Background: an optimization exercise with open tools, aiming at small area. Do not read the settings as production practice.
In this exercise RTL edits were held to simulation tests only and were not proved equivalent to the original.
The clock cells of this run come from the design's own scripts or RTL, not from TritonCTS.
The clock port is modelled as an ideal driver, which makes a skipped or thinned clock tree look cheaper than it is; a real chip needs a root buffer or a tree.
Power figures rest on the tool's default switching activity, not on a simulated workload.

==> flow/flow/run.sh <==
#!/bin/bash
# The standard layout with three changes:
#  1. after the standard synthesis (unchanged), flow/reabc.sh re-maps the combinational
#     logic for area (ABC &deepsyn from 8 fixed seeds, smallest result kept); registers,
#     full adders and the half adders of the distance incrementer keep their instances,
#     names and cells;
#  2. port buffers are buf_1;
#  3. the clock tree is built by flow/mycts.tcl in place of ORFS's cts step: the clock
#     port drives 3 clkbuf_16, each at the centre of its group of flip-flops (balanced k-means groups).
# Logs: standard_*.log, reabc.log, mycts.log here, each yosys run of reabc.sh in
# orfs/results/sky130hd/collision_avoidance_car/base/reabc_*.log, and each ORFS tool's log in orfs/logs.
set -euo pipefail
here=$(pwd)
B="BUFFER_PORTS_ARGS=-buffer_cell sky130_fd_sc_hd__buf_1"
R=orfs/results/sky130hd/collision_avoidance_car/base
bash standard.sh "$B" synth > standard_synth.log 2>&1
cp $R/1_2_yosys.v $R/1_2_yosys_standard.v
bash flow/reabc.sh $here/$R/1_2_yosys_standard.v $here/$R/1_2_yosys.v > reabc.log 2>&1
rm -f $R/1_synth.odb $R/1_synth.sdc
bash standard.sh "$B" place > standard_place.log 2>&1
bash standard.sh "$B" run RUN_SCRIPT=$here/flow/mycts.tcl RUN_LOG_NAME_STEM=4_1_cts \
  MY_CTS_BUF=sky130_fd_sc_hd__clkbuf_16 MY_CTS_GROUPS=3 > mycts.log 2>&1
bash standard.sh "$B" finish > standard_finish.log 2>&1
==> flow/flow/mycts.tcl <==
# Clock tree: the clock port drives CTS_ROOT_BUF buffers placed at the centroids of
# groups of flip-flops (k-means on their placement). Then the rest of ORFS's cts step.
utl::set_metrics_stage "cts__{}"
source $::env(SCRIPTS_DIR)/load.tcl
erase_non_stage_variables cts
load_design 3_place.odb 3_place.sdc

set buf_cell $::env(MY_CTS_BUF)
set ngroups $::env(MY_CTS_GROUPS)
set block [ord::get_db_block]
set clk_net [$block findNet clk]
set sinks {}
foreach it [$clk_net getITerms] {
  set inst [$it getInst]
  lappend sinks [list $it [$inst getLocation]]
}
puts "clock sinks: [llength $sinks]"
# k-means on sink locations
set pts {}
foreach s $sinks { lappend pts [lindex $s 1] }
set n [llength $pts]
set cent {}
for {set g 0} {$g < $ngroups} {incr g} {
  lappend cent [lindex $pts [expr {int(($g + 0.5) * $n / $ngroups)}]]
}
# sort points by x for an initial guess
set pts_sorted [lsort -integer -index 0 $pts]
set cent {}
for {set g 0} {$g < $ngroups} {incr g} {
  lappend cent [lindex $pts_sorted [expr {int(($g + 0.5) * $n / $ngroups)}]]
}
# balanced k-means: each group takes at most ceil(n / ngroups) sinks
set cap [expr {($n + $ngroups - 1) / $ngroups}]
for {set iter 0} {$iter < 40} {incr iter} {
  set pairs {}
  set i 0
  foreach p $pts {
    for {set g 0} {$g < $ngroups} {incr g} {
      set c [lindex $cent $g]
      set dx [expr {double([lindex $p 0]-[lindex $c 0])}]
      set dy [expr {double([lindex $p 1]-[lindex $c 1])}]
      lappend pairs [list [expr {$dx*$dx + $dy*$dy}] $i $g]
    }
    incr i
  }
  set pairs [lsort -real -index 0 $pairs]
  set assign [lrepeat $n -1]
  set count [lrepeat $ngroups 0]
  foreach pr $pairs {
    lassign $pr d i g
    if {[lindex $assign $i] >= 0} continue
    if {[lindex $count $g] >= $cap} continue
    lset assign $i $g
    lset count $g [expr {[lindex $count $g] + 1}]
  }
  set newc {}
  for {set g 0} {$g < $ngroups} {incr g} {
    set sx 0; set sy 0; set k 0
    foreach p $pts a $assign { if {$a == $g} { incr sx [lindex $p 0]; incr sy [lindex $p 1]; incr k } }
    if {$k == 0} { lappend newc [lindex $cent $g] } else { lappend newc [list [expr {$sx / $k}] [expr {$sy / $k}]] }
  }
  set cent $newc
}
set dbu [$block getDbUnitsPerMicron]
for {set g 0} {$g < $ngroups} {incr g} {
  set pins {}
  foreach s $sinks a $assign {
    if {$a == $g} {
      set it [lindex $s 0]
      lappend pins [get_pins -of_objects [get_cells [[$it getInst] getName]] -filter "direction == input && is_clock"]
    }
  }
  set c [lindex $cent $g]
  set x [expr {double([lindex $c 0]) / $dbu}]
  set y [expr {double([lindex $c 1]) / $dbu}]
  puts "group $g: [llength $pins] sinks at $x $y"
  insert_buffer -buffer_cell $buf_cell -net clk -load_pins $pins -location [list $x $y] \
    -buffer_name clkbuf_my_$g -net_name clknet_my_$g
}
foreach net [list clk] { [$block findNet $net] setSigType CLOCK }
foreach inst [$block getInsts] {
  if {[string match "clkbuf_my_*" [$inst getName]]} {
    foreach it [$inst getITerms] {
      set net [$it getNet]
      if {$net != "NULL"} { if {[$net getName] ne "VDD" && [$net getName] ne "VSS"} { $net setSigType CLOCK } }
    }
    puts "inserted [$inst getName] [[$inst getMaster] getName]"
  }
}
set_propagated_clock [all_clocks]

estimate_parasitics -placement
set_placement_padding -global \
  -left $::env(CELL_PAD_IN_SITES_DETAIL_PLACEMENT) \
  -right $::env(CELL_PAD_IN_SITES_DETAIL_PLACEMENT)
detailed_placement
estimate_parasitics -placement
repair_timing_helper
detailed_placement
check_placement -verbose
report_clock_min_period
report_checks -path_delay min_max
report_check_types -max_slew -max_capacitance -violators
foreach g [lsort [array names ::env MY_CTS*]] { puts "$g=$::env($g)" }
report_metrics 4 "cts final"
orfs_write_db $::env(RESULTS_DIR)/4_1_cts.odb
orfs_write_sdc $::env(RESULTS_DIR)/4_cts.sdc
==> flow/flow/reabc.sh <==
#!/bin/bash
# Re-maps the combinational logic of the standard synthesis netlist for area.
# Flip-flops, full adders and the half adders of the distance incrementer (sum nets
# is<N>) are kept as they are (same instances, names and cells); everything else is
# flattened to gates, optimised with ABC (&deepsyn, deterministic, several seeds) and
# mapped again with an area-oriented mapper; the smallest result is kept.
# Usage: reabc.sh in.v out.v   (each yosys run logs to reabc_*.log next to out.v)
set -euo pipefail
in=$1; out=$2
LIB=$FLOW_HOME/platforms/sky130hd/lib/sky130_fd_sc_hd__tt_025C_1v80.lib
YOSYS=${YOSYS_EXE:-$FLOW_HOME/../tools/install/yosys/bin/yosys}
[[ -x $YOSYS ]] || YOSYS=yosys
work=$(dirname "$out")
seeds=${REABC_SEEDS:-"0 1 2 3 4 5 6 7"}
jobs=${NUM_CORES:-4}
echo '(* blackbox *) module KEEPHA(input A, input B, output COUT, output SUM); endmodule' > "$work/reabc_keepha.v"
python3 - "$in" "$work/reabc_in.v" <<'EOP'
import re, sys
t = open(sys.argv[1]).read()
def f(m):
    body = m.group(0)
    if re.search(r'\.SUM\(is\d+\)', body):
        return body.replace('sky130_fd_sc_hd__ha_1', 'KEEPHA', 1)
    return body
open(sys.argv[2], 'w').write(re.sub(r'sky130_fd_sc_hd__ha_1\s+\S+\s*\([^;]*?\);', f, t, flags=re.S))
EOP
run_seed() {
  s=$1
  cat > "$work/reabc_s$s.abc" <<EOS
strash
&get -n
&deepsyn -J 200 -T 300 -S $s
&put
dch -f
amap
EOS
  cat > "$work/reabc_s$s.ys" <<EOS
read_liberty -ignore_miss_func $LIB
blackbox sky130_fd_sc_hd__df* sky130_fd_sc_hd__fa_* sky130_fd_sc_hd__conb_1
read_verilog -lib $work/reabc_keepha.v
read_verilog $work/reabc_in.v
hierarchy -check -top collision_avoidance_car
flatten
rename -hide w:*.*
opt -purge
abc -liberty $LIB -dont_use sky130_fd_sc_hd__probe_p_8 -dont_use sky130_fd_sc_hd__probec_p_8 -dont_use sky130_fd_sc_hd__lpflow_* -script $work/reabc_s$s.abc
setundef -zero
splitnets
opt_clean -purge
hilomap -singleton -hicell sky130_fd_sc_hd__conb_1 HI -locell sky130_fd_sc_hd__conb_1 LO
opt_clean -purge
tee -o $work/reabc_s$s.stat stat -liberty $LIB
write_verilog -noattr -nohex -nodec $work/reabc_s$s.v
EOS
  "$YOSYS" -l "$work/reabc_s$s.log" -q -s "$work/reabc_s$s.ys" > /dev/null
}
pids=()
n=0
for s in $seeds; do
  run_seed $s &
  pids+=($!)
  n=$((n + 1))
  if (( n % jobs == 0 )); then wait "${pids[@]}"; pids=(); fi
done
wait "${pids[@]}" 2>/dev/null || true
best=""; best_area=""
for s in $seeds; do
  [[ -f $work/reabc_s$s.stat ]] || continue
  a=$(grep 'Chip area' "$work/reabc_s$s.stat" | tail -1 | awk '{print $NF}')
  echo "seed $s: area $a"
  if [[ -z $best ]] || python3 -c "import sys; sys.exit(0 if $a < $best_area else 1)"; then best=$s; best_area=$a; fi
done
echo "kept seed $best (area $best_area)"
sed 's/\bKEEPHA\b/sky130_fd_sc_hd__ha_1/' "$work/reabc_s$best.v" > "$work/reabc_raw.v"
cat > "$work/reabc2.ys" <<EOS
read_liberty -lib $LIB
read_verilog $work/reabc_raw.v
hierarchy -check -top collision_avoidance_car
insbuf -buf sky130_fd_sc_hd__buf_4 A X
opt_clean -purge
check -assert -mapped
tee -o $work/reabc_stat.txt stat -liberty $LIB
write_verilog -noattr -nohex -nodec $out
EOS
"$YOSYS" -l "$work/reabc2.log" -q -s "$work/reabc2.ys" > /dev/null
==> flow/standard.sh <==
#!/bin/bash
# synth_recipe.tcl (not shown) runs the flow's synth.tcl, then flattens the netlist and writes it again
# the make line also repeats each setting of config.mk as NAME=value (left out here)
make -C /OpenROAD-flow-scripts/flow DESIGN_CONFIG=/design/flow/config.mk WORK_HOME=/design/flow/orfs CLKGATE_MAP_FILE= SYNTH_SCRIPT=/design/flow/synth_recipe.tcl "${@:-finish}"
==> flow/config.mk <==
export PLATFORM = sky130hd
export DESIGN_NAME = collision_avoidance_car
export DESIGN_NICKNAME = collision_avoidance_car
export VERILOG_FILES = /design/flow/design.v
export SDC_FILE = /design/flow/constraint.sdc
export NUM_CORES = 4
export LEC_CHECK = 0
export CAP_MARGIN = 20
export CORE_MARGIN = 2
export CORE_UTILIZATION = 40
export SLEW_MARGIN = 20
export SYNTH_HIERARCHICAL = 1
==> flow/constraint.sdc <==
create_clock -name core_clock -period 9.0 [get_ports {clk}]
set_input_delay 1.8000 -clock core_clock [delete_from_list [all_inputs] [get_ports {clk}]]
set_output_delay 1.8000 -clock core_clock [all_outputs]
set_load 0.01 [all_outputs]
==> flow/design.v <==
module collision_avoidance_car (
    input wire clk,
    input wire rst,
    input wire front_obstacle_detected,
    input wire left_obstacle_detected,
    input wire right_obstacle_detected,
    input wire front_obstacle_slow,
    input wire lane_clear_left,
    input wire lane_clear_right,
    input wire destination_reached,
    input wire [1:0] speed_limit_zone,
    output wire [1:0] acceleration,
    output wire [1:0] steering,
    output wire [1:0] indicators,
    output reg  [7:0] current_speed_out,
    output reg  [31:0] distance_travelled_out,
    output wire [31:0] total_power_consumed_out
);
    reg [1:0] front_cnt;
    reg       left_h1, left_h2;      
    reg       right_h1, right_h2;
    reg       lcl_ok, lcr_ok;
    reg       slow_r, dest_r;
    reg [1:0] zone_r;
    always @(posedge clk or posedge rst) begin
        if (rst) begin
            front_cnt <= 2'd0;
            left_h1   <= 1'b0;
            right_h1  <= 1'b0;
            dest_r    <= 1'b0;
        end else begin
            front_cnt[1] <= front_obstacle_detected & (front_cnt[1] | front_cnt[0]);
            front_cnt[0] <= front_obstacle_detected & (front_cnt[1] | ~front_cnt[0]);
            left_h1   <= left_obstacle_detected;
            right_h1  <= right_obstacle_detected;
            dest_r    <= destination_reached;
        end
    end
    always @(posedge clk) begin
        left_h2   <= left_obstacle_detected & left_h1;
        right_h2  <= right_obstacle_detected & right_h1;
        lcl_ok    <= lane_clear_left  & ~(left_obstacle_detected  & left_h2);
        lcr_ok    <= lane_clear_right & ~(right_obstacle_detected & right_h2);
        slow_r    <= front_obstacle_slow;
        zone_r    <= speed_limit_zone;
    end
    wire pf = front_cnt[1] & front_cnt[0];
    localparam [2:0] X_IDLE  = 3'd0,
                     X_ACC   = 3'd1,
                     X_CRU   = 3'd2,
                     X_DEC   = 3'd3,
                     X_AVOID = 3'd4,
                     X_STOP  = 3'd5,
                     X_LEFT  = 3'd6,
                     X_RIGHT = 3'd7;
    reg a1, a0;
    reg [2:0] x;
    assign acceleration = {a1, a0};
    wire xl      = (x == X_LEFT);
    wire xr      = (x == X_RIGHT);
    wire sd      = xl | xr;
    wire ind_on  = a1 | a0;
    assign indicators = {ind_on & xr, ind_on & xl};
    assign steering   = {a1 & xr, a1 & xl};
    wire in_idle  = (x == X_IDLE);
    wire in_acc   = (x == X_ACC) | (sd & a1);
    wire in_cru   = (x == X_CRU);
    wire in_dec   = (x == X_DEC);
    wire in_avoid = (x == X_AVOID);
    wire in_prep  = sd & ~a1 & ~a0;
    wire in_lane  = sd & a0;
    reg [1:0] k_d;       
    reg       brake_d;   
    wire [7:0] S = current_speed_out;
    wire sat  = (S[7:1] == 7'd0);
    wire spbe = brake_d & (~sat | S[0]);
    wire spb0 = k_d[0] | (brake_d & sat & S[0]);
    wire spb1 = spbe | (k_d[1] ^ k_d[0]);
    wire spb2 = spbe | (k_d[1] & ~k_d[0]);
    wire spb3 = spbe | (k_d[1] & k_d[0]);
    wire [7:0] sp_sum;
    wire [7:0] speed = sp_sum;
    reg hi, mid, reached;
    always @(*) begin
        case (zone_r)
            2'd0: begin hi = speed < 8'd10; mid = speed < 8'd25; reached = speed >= 8'd30;  end
            2'd1: begin hi = speed < 8'd40; mid = speed < 8'd55; reached = speed >= 8'd60;  end
            2'd2: begin hi = speed < 8'd80; mid = speed < 8'd95; reached = speed >= 8'd100; end
            default: begin hi = 1'b0; mid = 1'b0; reached = 1'b1; end
        endcase
    end
    wire [1:0] k = !a1 ? 2'd0 :
                   (in_acc & hi)  ? 2'd3 :
                   (in_acc & mid) ? 2'd2 : 2'd1;
    reg [2:0] x_n;
    always @(*) begin
        x_n = x;
        if (in_idle) begin
            if (dest_r) x_n = X_STOP; else if (!pf) x_n = X_ACC;
        end else if (in_acc) begin
            if (pf) x_n = X_AVOID; else if (slow_r) x_n = X_DEC; else if (dest_r) x_n = X_STOP;
            else if (reached) x_n = X_CRU; else x_n = X_ACC;
        end else if (in_cru) begin
            if (pf) x_n = X_AVOID; else if (slow_r) x_n = X_DEC; else if (dest_r) x_n = X_STOP;
        end else if (in_dec) begin
            if (pf) x_n = X_AVOID; else if (lcl_ok) x_n = X_LEFT; else if (lcr_ok) x_n = X_RIGHT;
            else if (!slow_r) x_n = X_ACC;
        end else if (in_avoid) begin
            if (speed == 8'd0 && !pf) x_n = X_IDLE;
        end
    end
    wire a1_n = in_acc | in_lane;
    wire a0_n = in_idle | in_cru | in_prep;
    reg [30:0] pw;
    assign total_power_consumed_out = {pw, 1'b0};
    wire [7:0] ma = S & {8{k_d[0]}};
    wire [7:0] mb = S & {8{k_d[1]}};
    wire [30:0] pw_n;
    wire [31:0] dist_n;
    wire hs1, hc2, fs3, fc4, fs5, fc6, fs7, fc8, fs9, fc10, fs11, fc12, fs13, fc14, fs15, fc16, hs17, hc18, fs19, fc20, fs21, fc22, fs23, fc24, fs25, fc26, fs27, fc28, fs29, fc30, hs31, hc32, fs33, fc34, fs35, fc36, fs37, fc38, fs39, fc40, fs41, fc42, fs43, fc44, fs45, fc46, fs47, fc48, fs49, fc50, fs51, fc52, fs53, fc54, fs55, fc56, fs57, fc58, fs59, fc60, fs61, fc62, fs63, fc64, fs65, fc66, fs67, fc68, fs69, fc70, fs71, fc72, hs73, hc74, fs75, fc76, fs77, fc78, hs79, hc80, hs81, hc82, fs83, fc84, fs85, fc86, fs87, fc88, fs89, fc90, fs91, fc92, hs93, hc94, hs95, hc96, hs97, hc98, fs99, fc100, fs101, fc102, hs103, hc104, hs105, hc106, hs107, hc108, w109, cb110, hs111, hc112, hs113, hc114, hs115, hc116, w117, cb118, hs119, hc120, hs121, hc122, hs123, hc124, w125, cb126, hs127, hc128, hs129, hc130, hs131, hc132, w133, hs134, hc135, fs136, fc137, fs138, fc139, fs140, fc141, fs142, fc143, fs144, fc145, fs146, fc147, fs148, fc149, is150, ic151, is152, ic153, is154, ic155, is156, ic157, is158, ic159, is160, ic161, is162, ic163, is164, ic165, is166, ic167, is168, ic169, is170, ic171, is172, ic173, is174, ic175, is176, ic177, is178, ic179, is180, ic181, is182, ic183, is184, ic185, is186, ic187, is188, ic189, is190, ic191, is192, ic193, is194, ic195, w196;
    cac_ha u_hs1 (.a(S[0]), .b(spb0), .s(hs1), .co(hc2));
    cac_fa u_fs3 (.a(S[1]), .b(spb1), .c(hc2), .s(fs3), .co(fc4));
    cac_fa u_fs5 (.a(S[2]), .b(spb2), .c(fc4), .s(fs5), .co(fc6));
    cac_fa u_fs7 (.a(S[3]), .b(spb3), .c(fc6), .s(fs7), .co(fc8));
    cac_fa u_fs9 (.a(S[4]), .b(spbe), .c(fc8), .s(fs9), .co(fc10));
    cac_fa u_fs11 (.a(S[5]), .b(spbe), .c(fc10), .s(fs11), .co(fc12));
    cac_fa u_fs13 (.a(S[6]), .b(spbe), .c(fc12), .s(fs13), .co(fc14));
    cac_fa u_fs15 (.a(S[7]), .b(spbe), .c(fc14), .s(fs15), .co(fc16));
    assign sp_sum = {fs15, fs13, fs11, fs9, fs7, fs5, fs3, hs1};
    cac_ha u_hs17 (.a(ma[1]), .b(mb[0]), .s(hs17), .co(hc18));
    cac_fa u_fs19 (.a(ma[2]), .b(mb[1]), .c(hc18), .s(fs19), .co(fc20));
    cac_fa u_fs21 (.a(ma[3]), .b(mb[2]), .c(fc20), .s(fs21), .co(fc22));
    cac_fa u_fs23 (.a(ma[4]), .b(mb[3]), .c(fc22), .s(fs23), .co(fc24));
    cac_fa u_fs25 (.a(ma[5]), .b(mb[4]), .c(fc24), .s(fs25), .co(fc26));
    cac_fa u_fs27 (.a(ma[6]), .b(mb[5]), .c(fc26), .s(fs27), .co(fc28));
    cac_fa u_fs29 (.a(ma[7]), .b(mb[6]), .c(fc28), .s(fs29), .co(fc30));
    cac_ha u_hs31 (.a(mb[7]), .b(fc30), .s(hs31), .co(hc32));
    cac_fa u_fs33 (.a(pw[3]), .b(fs21), .c(ma[0]), .s(fs33), .co(fc34));
    cac_fa u_fs35 (.a(pw[4]), .b(fs23), .c(hs17), .s(fs35), .co(fc36));
    cac_fa u_fs37 (.a(pw[5]), .b(fs25), .c(fs19), .s(fs37), .co(fc38));
    cac_fa u_fs39 (.a(pw[6]), .b(fs27), .c(fs21), .s(fs39), .co(fc40));
    cac_fa u_fs41 (.a(pw[7]), .b(fs29), .c(fs23), .s(fs41), .co(fc42));
    cac_fa u_fs43 (.a(pw[8]), .b(hs31), .c(fs25), .s(fs43), .co(fc44));
    cac_fa u_fs45 (.a(pw[9]), .b(hc32), .c(fs27), .s(fs45), .co(fc46));
    cac_fa u_fs47 (.a(pw[10]), .b(fs29), .c(fs27), .s(fs47), .co(fc48));
    cac_fa u_fs49 (.a(pw[11]), .b(hs31), .c(fs29), .s(fs49), .co(fc50));
    cac_fa u_fs51 (.a(pw[12]), .b(hc32), .c(hs31), .s(fs51), .co(fc52));
    cac_fa u_fs53 (.a(fc34), .b(fs35), .c(ma[0]), .s(fs53), .co(fc54));
    cac_fa u_fs55 (.a(fc36), .b(fs37), .c(hs17), .s(fs55), .co(fc56));
    cac_fa u_fs57 (.a(fc38), .b(fs39), .c(fs19), .s(fs57), .co(fc58));
    cac_fa u_fs59 (.a(fc40), .b(fs41), .c(fs21), .s(fs59), .co(fc60));
    cac_fa u_fs61 (.a(fc42), .b(fs43), .c(fs23), .s(fs61), .co(fc62));
    cac_fa u_fs63 (.a(fc44), .b(fs45), .c(fs25), .s(fs63), .co(fc64));
    cac_fa u_fs65 (.a(fc52), .b(pw[13]), .c(hc32), .s(fs65), .co(fc66));
    cac_fa u_fs67 (.a(fc64), .b(fc46), .c(fs47), .s(fs67), .co(fc68));
    cac_fa u_fs69 (.a(fc68), .b(fc48), .c(fs49), .s(fs69), .co(fc70));
    cac_fa u_fs71 (.a(fc70), .b(fc50), .c(fs51), .s(fs71), .co(fc72));
    cac_ha u_hs73 (.a(pw[0]), .b(ma[0]), .s(hs73), .co(hc74));
    cac_fa u_fs75 (.a(pw[1]), .b(hs17), .c(hc74), .s(fs75), .co(fc76));
    cac_fa u_fs77 (.a(pw[2]), .b(fs19), .c(fc76), .s(fs77), .co(fc78));
    cac_ha u_hs79 (.a(fs33), .b(fc78), .s(hs79), .co(hc80));
    cac_ha u_hs81 (.a(fs53), .b(hc80), .s(hs81), .co(hc82));
    cac_fa u_fs83 (.a(fc54), .b(fs55), .c(hc82), .s(fs83), .co(fc84));
    cac_fa u_fs85 (.a(fc56), .b(fs57), .c(fc84), .s(fs85), .co(fc86));
    cac_fa u_fs87 (.a(fc58), .b(fs59), .c(fc86), .s(fs87), .co(fc88));
    cac_fa u_fs89 (.a(fc60), .b(fs61), .c(fc88), .s(fs89), .co(fc90));
    cac_fa u_fs91 (.a(fc62), .b(fs63), .c(fc90), .s(fs91), .co(fc92));
    cac_ha u_hs93 (.a(fs67), .b(fc92), .s(hs93), .co(hc94));
    cac_ha u_hs95 (.a(fs69), .b(hc94), .s(hs95), .co(hc96));
    cac_ha u_hs97 (.a(fs71), .b(hc96), .s(hs97), .co(hc98));
    cac_fa u_fs99 (.a(fc72), .b(fs65), .c(hc98), .s(fs99), .co(fc100));
    cac_fa u_fs101 (.a(fc66), .b(pw[14]), .c(fc100), .s(fs101), .co(fc102));
    cac_ha u_hs103 (.a(pw[15]), .b(fc102), .s(hs103), .co(hc104));
    cac_ha u_hs105 (.a(pw[16]), .b(hc104), .s(hs105), .co(hc106));
    cac_ha u_hs107 (.a(pw[17]), .b(hc106), .s(hs107), .co(hc108));
    assign w109 = pw[18] ^ hc108;
    assign cb110 = fc102 & pw[15] & pw[16] & pw[17] & pw[18];
    cac_ha u_hs111 (.a(pw[19]), .b(cb110), .s(hs111), .co(hc112));
    cac_ha u_hs113 (.a(pw[20]), .b(hc112), .s(hs113), .co(hc114));
    cac_ha u_hs115 (.a(pw[21]), .b(hc114), .s(hs115), .co(hc116));
    assign w117 = pw[22] ^ hc116;
    assign cb118 = fc102 & pw[15] & pw[16] & pw[17] & pw[18] & pw[19] & pw[20] & pw[21] & pw[22];
    cac_ha u_hs119 (.a(pw[23]), .b(cb118), .s(hs119), .co(hc120));
    cac_ha u_hs121 (.a(pw[24]), .b(hc120), .s(hs121), .co(hc122));
    cac_ha u_hs123 (.a(pw[25]), .b(hc122), .s(hs123), .co(hc124));
    assign w125 = pw[26] ^ hc124;
    assign cb126 = fc102 & pw[15] & pw[16] & pw[17] & pw[18] & pw[19] & pw[20] & pw[21] & pw[22] & pw[23] & pw[24] & pw[25] & pw[26];
    cac_ha u_hs127 (.a(pw[27]), .b(cb126), .s(hs127), .co(hc128));
    cac_ha u_hs129 (.a(pw[28]), .b(hc128), .s(hs129), .co(hc130));
    cac_ha u_hs131 (.a(pw[29]), .b(hc130), .s(hs131), .co(hc132));
    assign w133 = pw[30] ^ hc132;
    assign pw_n = {w133, hs131, hs129, hs127, w125, hs123, hs121, hs119, w117, hs115, hs113, hs111, w109, hs107, hs105, hs103, fs101, fs99, hs97, hs95, hs93, fs91, fs89, fs87, fs85, fs83, hs81, hs79, fs77, fs75, hs73};
    cac_ha u_hs134 (.a(distance_travelled_out[0]), .b(S[0]), .s(hs134), .co(hc135));
    cac_fa u_fs136 (.a(distance_travelled_out[1]), .b(S[1]), .c(hc135), .s(fs136), .co(fc137));
    cac_fa u_fs138 (.a(distance_travelled_out[2]), .b(S[2]), .c(fc137), .s(fs138), .co(fc139));
    cac_fa u_fs140 (.a(distance_travelled_out[3]), .b(S[3]), .c(fc139), .s(fs140), .co(fc141));
    cac_fa u_fs142 (.a(distance_travelled_out[4]), .b(S[4]), .c(fc141), .s(fs142), .co(fc143));
    cac_fa u_fs144 (.a(distance_travelled_out[5]), .b(S[5]), .c(fc143), .s(fs144), .co(fc145));
    cac_fa u_fs146 (.a(distance_travelled_out[6]), .b(S[6]), .c(fc145), .s(fs146), .co(fc147));
    cac_fa u_fs148 (.a(distance_travelled_out[7]), .b(S[7]), .c(fc147), .s(fs148), .co(fc149));
    cac_ha u_is150 (.a(distance_travelled_out[8]), .b(fc149), .s(is150), .co(ic151));
    cac_ha u_is152 (.a(distance_travelled_out[9]), .b(ic151), .s(is152), .co(ic153));
    cac_ha u_is154 (.a(distance_travelled_out[10]), .b(ic153), .s(is154), .co(ic155));
    cac_ha u_is156 (.a(distance_travelled_out[11]), .b(ic155), .s(is156), .co(ic157));
    cac_ha u_is158 (.a(distance_travelled_out[12]), .b(ic157), .s(is158), .co(ic159));
    cac_ha u_is160 (.a(distance_travelled_out[13]), .b(ic159), .s(is160), .co(ic161));
    cac_ha u_is162 (.a(distance_travelled_out[14]), .b(ic161), .s(is162), .co(ic163));
    cac_ha u_is164 (.a(distance_travelled_out[15]), .b(ic163), .s(is164), .co(ic165));
    cac_ha u_is166 (.a(distance_travelled_out[16]), .b(ic165), .s(is166), .co(ic167));
    cac_ha u_is168 (.a(distance_travelled_out[17]), .b(ic167), .s(is168), .co(ic169));
    cac_ha u_is170 (.a(distance_travelled_out[18]), .b(ic169), .s(is170), .co(ic171));
    cac_ha u_is172 (.a(distance_travelled_out[19]), .b(ic171), .s(is172), .co(ic173));
    cac_ha u_is174 (.a(distance_travelled_out[20]), .b(ic173), .s(is174), .co(ic175));
    cac_ha u_is176 (.a(distance_travelled_out[21]), .b(ic175), .s(is176), .co(ic177));
    cac_ha u_is178 (.a(distance_travelled_out[22]), .b(ic177), .s(is178), .co(ic179));
    cac_ha u_is180 (.a(distance_travelled_out[23]), .b(ic179), .s(is180), .co(ic181));
    cac_ha u_is182 (.a(distance_travelled_out[24]), .b(ic181), .s(is182), .co(ic183));
    cac_ha u_is184 (.a(distance_travelled_out[25]), .b(ic183), .s(is184), .co(ic185));
    cac_ha u_is186 (.a(distance_travelled_out[26]), .b(ic185), .s(is186), .co(ic187));
    cac_ha u_is188 (.a(distance_travelled_out[27]), .b(ic187), .s(is188), .co(ic189));
    cac_ha u_is190 (.a(distance_travelled_out[28]), .b(ic189), .s(is190), .co(ic191));
    cac_ha u_is192 (.a(distance_travelled_out[29]), .b(ic191), .s(is192), .co(ic193));
    cac_ha u_is194 (.a(distance_travelled_out[30]), .b(ic193), .s(is194), .co(ic195));
    assign w196 = distance_travelled_out[31] ^ ic195;
    assign dist_n = {w196, is194, is192, is190, is188, is186, is184, is182, is180, is178, is176, is174, is172, is170, is168, is166, is164, is162, is160, is158, is156, is154, is152, is150, fs148, fs146, fs144, fs142, fs140, fs138, fs136, hs134};
    always @(posedge clk or posedge rst) begin
        if (rst) begin
            x <= X_IDLE;
            a1 <= 1'b0; a0 <= 1'b1;
            k_d <= 2'd0;
            brake_d <= 1'b0;
            current_speed_out <= 8'd0;
            distance_travelled_out <= 32'd0;
            pw <= 31'd0;
        end else begin
            x <= x_n;
            a1 <= a1_n; a0 <= a0_n;
            k_d <= k;
            brake_d <= ~a1 & ~a0;
            current_speed_out <= speed;
            distance_travelled_out <= dist_n;
            pw <= pw_n;
        end
    end
endmodule
module cac_fa (input wire a, input wire b, input wire c, output wire s, output wire co);
    assign s  = a ^ b ^ c;
    assign co = (a & b) | (c & (a ^ b));
endmodule
module cac_ha (input wire a, input wire b, output wire s, output wire co);
    assign s  = a ^ b;
    assign co = a & b;
endmodule
==> results.txt <==
----------------------------------------------------
[Status]
  Run status ... complete, no violations

[Layout]
  Final design utilization ... 0.460
  Most common cell after layout, fill and taps aside ... sky130_fd_sc_hd__buf_1
  Finished Cell Area ... 4970 µm²
  Net count reported at finish ... around 500
  Area delta synth->final ... 12.9%
  Fraction of final layout cells sized beyond drive strength 1 ... 0.0140
  Commonest non-fill, non-tap cells in the layout ... sky130_fd_sc_hd__buf_1 (87), sky130_fd_sc_hd__dfrtp_1 (83), sky130_fd_sc_hd__nor2_1 (62)
  Number of diodes added for antenna fixing ... 0

[Timing]
  Min setup slack post-route ... 552 ps
  Final setup fails ... 0
  RSZ-0062 raised after global routing ... no
  Share of the cycle needed by the critical path after routing ... 0.939
  Final period demand of the worst path ... 8450 ps
  Max Clock Skew ... about 12 ps
  Slew at the pin closest to its max-slew limit ... ~750 ps
  Fin. max-slew vios ... 0
  Final hold violation count ... 0
  Setup Total Neg Slack ... 0 ps
  Maximum clock frequency ... 0.118 GHz
  Worst relative slew slack ... 0.501

[Placement]
  Last weighted congestion value of the routability-driven placer ... 0.823
  Placed inst area ... 4890 µm²
  Sum of net half-perimeters after detailed placement ... 6210 µm
  Number of buffer cells added on primary ports ... 87
  Worst setup timing slack at the placement stage ... 546 ps

[CTS]
  Register clock-pin slew on the reported worst setup and hold paths ... approximately 110 ps
  Number of post-CTS setup repair buffers ... 0
  Post_cts resized ... 0
  Post-CTS Hold Fix Bufs ... 0
  Clock latency on the worst-skew pair ... between 150 and 200 ps

[Global route]
  Pin count of the biggest net entering global routing ... 85
  GRT Util Overall ... 0.138
  Initial antenna violation count ... 0
  Via count of the first global-routing pass ... about 2800
  Global route total overflow ... 0
  Wire length of the first global-routing pass ... roughly 13000 µm

[Power]
  Worst VDD drop ... 0.161 mV
  PD cells ... 405 nW/µm²
  Leakage power ... approximately 2.3 nW

[Logic synthesis]
  Summed instance area of the synthesized netlist ... 4400 µm²
  Average cell area after synthesis ... 12.9 µm²
  Net count after synthesis ... 425
  Synthesized instance count ... 342
  Total number of yosys warnings ... 7

[Job]
  Number of max-cap violations ... 0

[Setup path]
  Required time at the worst-slack endpoint ... 9100 ps
  Category of the worst setup path capture point ... flip-flop
  Most frequent cell on the critical path ... sky130_fd_sc_hd__fa_1
  WS Path Type ... flip-flop to flip-flop
  Maximum fanout count along the critical path ... 10
  Data arrival time of the worst path ... around 8600 ps
  Crit-path slowest cell ... sky130_fd_sc_hd__fa_1
  Largest stage delay on the critical path ... 610 ps
  Startpoint Class ... flip-flop

[Worst hold path]
  Path category of the worst min-delay check ... flip-flop to flip-flop

[Route]
  Overall routed net length ... 7570 µm
  Drt via density ... 4.78
  Drt wl/cell ... 13.3 µm
  Residual DRC ... 0
  Via count ... ~2700
  Antenna Nets Post-Route ... 0
  Iteration-0 DRC count of the detailed router ... 65
  First-pass DRT Iterations ... 4

[Floorplan]
  Height of the die ... 109 µm
  Area of the die ... 11900 µm²
  Core region area ... 10800 µm²
  Number of placed I/O pins ... 89
  Core Rows ... 38
  Starting density of the core ... 0.408
  Die width ... 109 µm

----------------------------------------------------
==> worst max-delay path, delay by kind of cell, from the launching register on <==
family                     cells  cell delay, ps
adders and majority gates     13            5530
and+or+nand+nor               14            2100
DFF                            1             410
buffers and inverters          2             270
AOI/OAI and AO/OA              1              60
==> cell type report <==
cell class,count,area (µm²)
well taps,140,175
fillers,1015,5830
clock buffers,3,75.1
inverters,26,98.8
multi-input cells,222,2040
flip-flops and latches,91,2240
repair buffers,88,338
==> power breakdown <==
group | switching, mW | leakage (nW) | internal, mW
logic | 0.664 | 1.16 | 0.507
registers | 0.120 | 1.12 | 0.559
clock network | 0.0989 | 0.0370 | 0.0620
total | 0.883 | 2.31 | 1.13
==> per-layer routing <==
| metal | vias to the layer above | wire length [µm] | global-route usage |
|---|---|---|---|
| met1 | 1363 | 3450 | 0.207 |
| li1 | 1307 | - | - |
| met4 | 0 | 70 | 0.0101 |
| met2 | 51 | 3730 | 0.231 |
| met5 | - | 0 | 0 |
| met3 | 5 | 322 | 0.00897 |
==> flip-flops by register name (all words and copies together) (netlist names), 2 cells and up <==
signal,cells
distance_travelled_out,32
x,3
zone_r,2
front_cnt,2
pw,31
k_d,2
current_speed_out,8
==> stage by stage <==
stage          power (mW)  instances  hold slack (ps)
2_1_floorplan        1.58        342              393
3_3_place_gp         1.87        567              409
3_5_place_dp         1.90        567              410
5_1_grt              2.31        570              472
6_report             2.01        570              435
==> path summary, 6_finish.rpt <==
check | startpoint | endpoint | slack, ps | cells past startpoint
worst min-delay path | right_h2 | lcr_ok | 430 | 1
min in group asynchronous | rst | distance_travelled_out[15] | 1790 | 3
max in group asynchronous | rst | distance_travelled_out[0] | 6690 | 3
worst max register to register | k_d[0] | pw[30] | 550 | 30
worst max-delay path | k_d[0] | pw[30] | 550 | 30
worst min register to register | right_h2 | lcr_ok | 430 | 1

[port drivers added, routing unchanged]
Ports are ideal in the flow. The routed layout listed here was re-timed in OpenROAD. Step 1 (the two cells are an assumption about what drives the block):
set clk [get_ports {clk}]
set_driving_cell -lib_cell sky130_fd_sc_hd__clkbuf_16 $clk
set_driving_cell -lib_cell sky130_fd_sc_hd__buf_2 [delete_from_list [all_inputs] $clk]
Step 2 times the ports against the registers' clock, not the clock port: input delays grow and output delays shrink by t, the midpoint of the rising clock arrivals with the driver on. Slacks: ideal ports / drivers / drivers and shift; pairs: ideal ports / drivers.
t (ns): 0.229
setup slack, ns: 0.552 / 0.552 / 0.552
hold WS [ns]: 0.435 / 0.435 / 0.435
latest minus earliest clock arrival (ns): 0.013 / 0.013
worst register clock-pin slew, ns: 0.11 / 0.11
After both steps this run still meets setup and hold. The setup slack of this run moves by 0.000 ns with the drivers and by 0.000 ns with both steps.
